Source: an optimization exercise on an open RTL-to-GDS flow (aim: small area). Production flows keep margins and buffers that such runs may drop. The RTL was checked by simulation tests, not by an equivalence proof against the original design.

Setup of run A:
Design Mesh, start of the top module:
module Mesh(
    input clock,
    input [7:0] io_in_a_0_0,
    input [7:0] io_in_a_1_0,
    input [7:0] io_in_a_2_0,
    input [7:0] io_in_a_3_0,
    input [7:0] io_in_b_0_0,
    input [7:0] io_in_b_1_0,
    input [7:0] io_in_b_2_0,
    input [7:0] io_in_b_3_0,
    input [15:0] io_in_d_0_0,
    input [15:0] io_in_d_1_0,
    input [15:0] io_in_d_2_0,
    input [15:0] io_in_d_3_0,
    input io_in_control_0_0_propagate,
    input io_in_control_1_0_propagate,
    input io_in_control_2_0_propagate,
    input io_in_control_3_0_propagate,
    output [15:0] io_out_c_0_0,
    output [15:0] io_out_c_1_0,
    output [15:0] io_out_c_2_0,
    output [15:0] io_out_c_3_0
);
  wire [7:0]  a_in [0:3];
  wire [7:0]  b_in [0:3];
  wire [15:0] d_in [0:3];
  wire        p_in [0:3];
  assign a_in[0] = io_in_a_0_0; assign a_in[1] = io_in_a_1_0;
  assign a_in[2] = io_in_a_2_0; assign a_in[3] = io_in_a_3_0;
  assign b_in[0] = io_in_b_0_0; assign b_in[1] = io_in_b_1_0;
  assign b_in[2] = io_in_b_2_0; assign b_in[3] = io_in_b_3_0;
  assign d_in[0] = io_in_d_0_0; assign d_in[1] = io_in_d_1_0;
  assign d_in[2] = io_in_d_2_0; assign d_in[3] = io_in_d_3_0;
  assign p_in[0] = io_in_control_0_0_propagate; assign p_in[1] = io_in_control_1_0_propagate;
  assign p_in[2] = io_in_control_2_0_propagate; assign p_in[3] = io_in_control_3_0_propagate;
  reg  [7:0]  a_r [0:3][0:3];
  reg  [7:0]  b_r [0:3][0:3];
  reg         p_r [0:3];
  reg         f_r [0:3][1:3];
  wire        flip [0:3][0:3];
  reg  [15:0] d_r [0:3][0:4];
  wire [15:0] c_out [0:3][0:3];
  genvar i, k;
  generate
    for (i = 0; i < 4; i = i + 1) begin : chain
      for (k = 0; k < 4; k = k + 1) begin : pos
        always @(posedge clock) begin
          a_r[i][k] <= (k == 0) ? ~a_in[i] : a_r[i][k-1];
          b_r[k][i] <= (i == 0) ? ~b_in[k] : b_r[k][i-1];
          d_r[i][k+1] <= c_out[i][k];
        end
        if (k == 0) begin : f0
  ...
For scale: roughly 4900 cells after synthesis, roughly 1100 flip-flops, roughly 0.055 mm² of cells after synthesis.
Settings: LEC_CHECK=0, CAP_MARGIN=0, CORE_MARGIN=2, CORE_UTILIZATION=80, CTS_BUF_LIST=sky130_fd_sc_hd__clkbuf_16, CTS_CLUSTER_DIAMETER=80, CTS_CLUSTER_SIZE=30, PLACE_DENSITY=0.88, SLEW_MARGIN=0, SYNTH_HIERARCHICAL=1; clock period 5.0 ns.
standard.sh (not shown) runs the stock make flow with config.mk's settings and CLKGATE_MAP_FILE= SYNTH_SCRIPT=/design/flow/synth_recipe.tcl, a recipe that flattens the netlist after the stock synthesis.
==> flow/flow/run.sh <==
#!/bin/bash
# Own layout flow: the standard layout (standard.sh), with two changes.
# 1. Synthesis is synth_recipe.tcl, except that the final ABC technology
#    mapping runs flow/area.abc (area-oriented mapping followed by ABC's
#    timing-driven up/down sizing) in place of ORFS's speed script. The
#    registers, their names and cell types are the same as the standard
#    synthesis's.
# 2. Ports are buffered with sky130_fd_sc_hd__buf_1 instead of the buffer
#    ORFS picks by itself.
# 3. Clock tree synthesis gets the same arguments as ORFS would give it
#    from config.mk, plus -dont_use_dummy_load.
# Each tool writes its full log under orfs/logs/ (ORFS's own logs); the
# output of make itself goes to run_*.log in this folder.
set -euo pipefail
W=$(pwd)
F=$W/flow
{
  head -n 1 synth_recipe.tcl
  cat <<EOT
proc abc {args} {
  set i [lsearch -exact \$args -script]
  if { \$i >= 0 } { lset args [expr {\$i + 1}] $F/area.abc }
  yosys abc {*}\$args
}
EOT
  tail -n +2 synth_recipe.tcl
} > "$W/own_synth.tcl"
sed "s#SYNTH_SCRIPT=[^ ]*synth_recipe.tcl#SYNTH_SCRIPT=$W/own_synth.tcl#" standard.sh > "$W/own_standard.sh"
grep -q "SYNTH_SCRIPT=$W/own_synth.tcl" "$W/own_standard.sh"
export BUFFER_PORTS_ARGS="-buffer_cell sky130_fd_sc_hd__buf_1"
export CTS_ARGS="-sink_clustering_enable -repair_clock_nets -sink_clustering_size 30 -sink_clustering_max_diameter 80 -buf_list sky130_fd_sc_hd__clkbuf_16 -dont_use_dummy_load"
bash "$W/own_standard.sh" finish > "$W/run_finish.log" 2>&1
test -s "$W/out/final.def"
==> flow/flow/area.abc <==
strash
dch
map -a
topo
stime -c
upsize -c
dnsize -c
Looking at the reports, run A completed the entire flow and the layout it produced met the timing, design-rule and antenna checks.
The following lists how run B was set up differently from run A:
--- a/flow/flow/run.sh
+++ b/flow/flow/run.sh
@@ -11,0 +12,3 @@
+# 4. Timing-driven global placement does not keep the buffers and resizing
+#    of its internal repair (GPL_KEEP_OVERFLOW 0); the later repair steps
+#    of the standard flow still run.
@@ -31,0 +35 @@
+export GPL_KEEP_OVERFLOW=0
--- outcome ---
Run B vs. run A: global-route usage went down by 2.1 points. The higher met1 layer wirelength in the final routing came out of run A. As far as synthesized area is concerned, run A and run B perform about the same.
Relative to run B, the following input files were edited for run C:
--- a/flow/flow/run.sh
+++ b/flow/flow/run.sh
@@ -10,5 +9,0 @@
-# 3. Clock tree synthesis gets the same arguments as ORFS would give it
-#    from config.mk, plus -dont_use_dummy_load.
-# 4. Timing-driven global placement does not keep the buffers and resizing
-#    of its internal repair (GPL_KEEP_OVERFLOW 0); the later repair steps
-#    of the standard flow still run.
@@ -34,2 +28,0 @@
-export CTS_ARGS="-sink_clustering_enable -repair_clock_nets -sink_clustering_size 30 -sink_clustering_max_diameter 80 -buf_list sky130_fd_sc_hd__clkbuf_16 -dont_use_dummy_load"
-export GPL_KEEP_OVERFLOW=0
Notes after the runs:
- Run C: all stages complete, timing, DRC and antenna checks passed
- Run B and run C ended up with roughly the same register-to-register slack.
- Run B → run C: minimum hold slack higher; multi-input combinational cell area roughly the same; final setup slack of the worst path higher.
- From run B to run C the numbers moved as follows: final instance area moved up; area of all sequential standard cells moved down.

-- what the ideal ports hide --
Ports are ideal in the flow. The routed layouts listed here were re-timed in OpenROAD.
Step 1: set_driving_cell puts a clkbuf_16 on clock and a buf_2 on each other input, an assumption about the parent block.
Step 2 adds t to the input delays and takes it off the output delays; t is the mean of the earliest and latest rising clock arrival at the registers after step 1. Input paths then give back, and output paths get back, about the clock's delay inside the block.
Three values: ideal ports, drivers, drivers and shift; two values: the first two.
| run | t (ns) | setup slack, ns | hold slack, ns | worst setup path after step 2 | worst register clock-pin slew, ns |
|---|---|---|---|---|---|
| run A | 0.692 | 0.181 / 0.181 / 0.181 | 0.306 / 0.306 / 0.306 | register to register | 0.11 / 0.11 |
| run B | 0.694 | 0.139 / 0.139 / 0.139 | 0.299 / 0.299 / 0.299 | register to register | 0.12 / 0.12 |
| run C | 0.706 | 0.145 / 0.145 / 0.145 | 0.321 / 0.321 / 0.321 | register to register | 0.11 / 0.11 |
After both steps setup and hold are still met in every run listed.
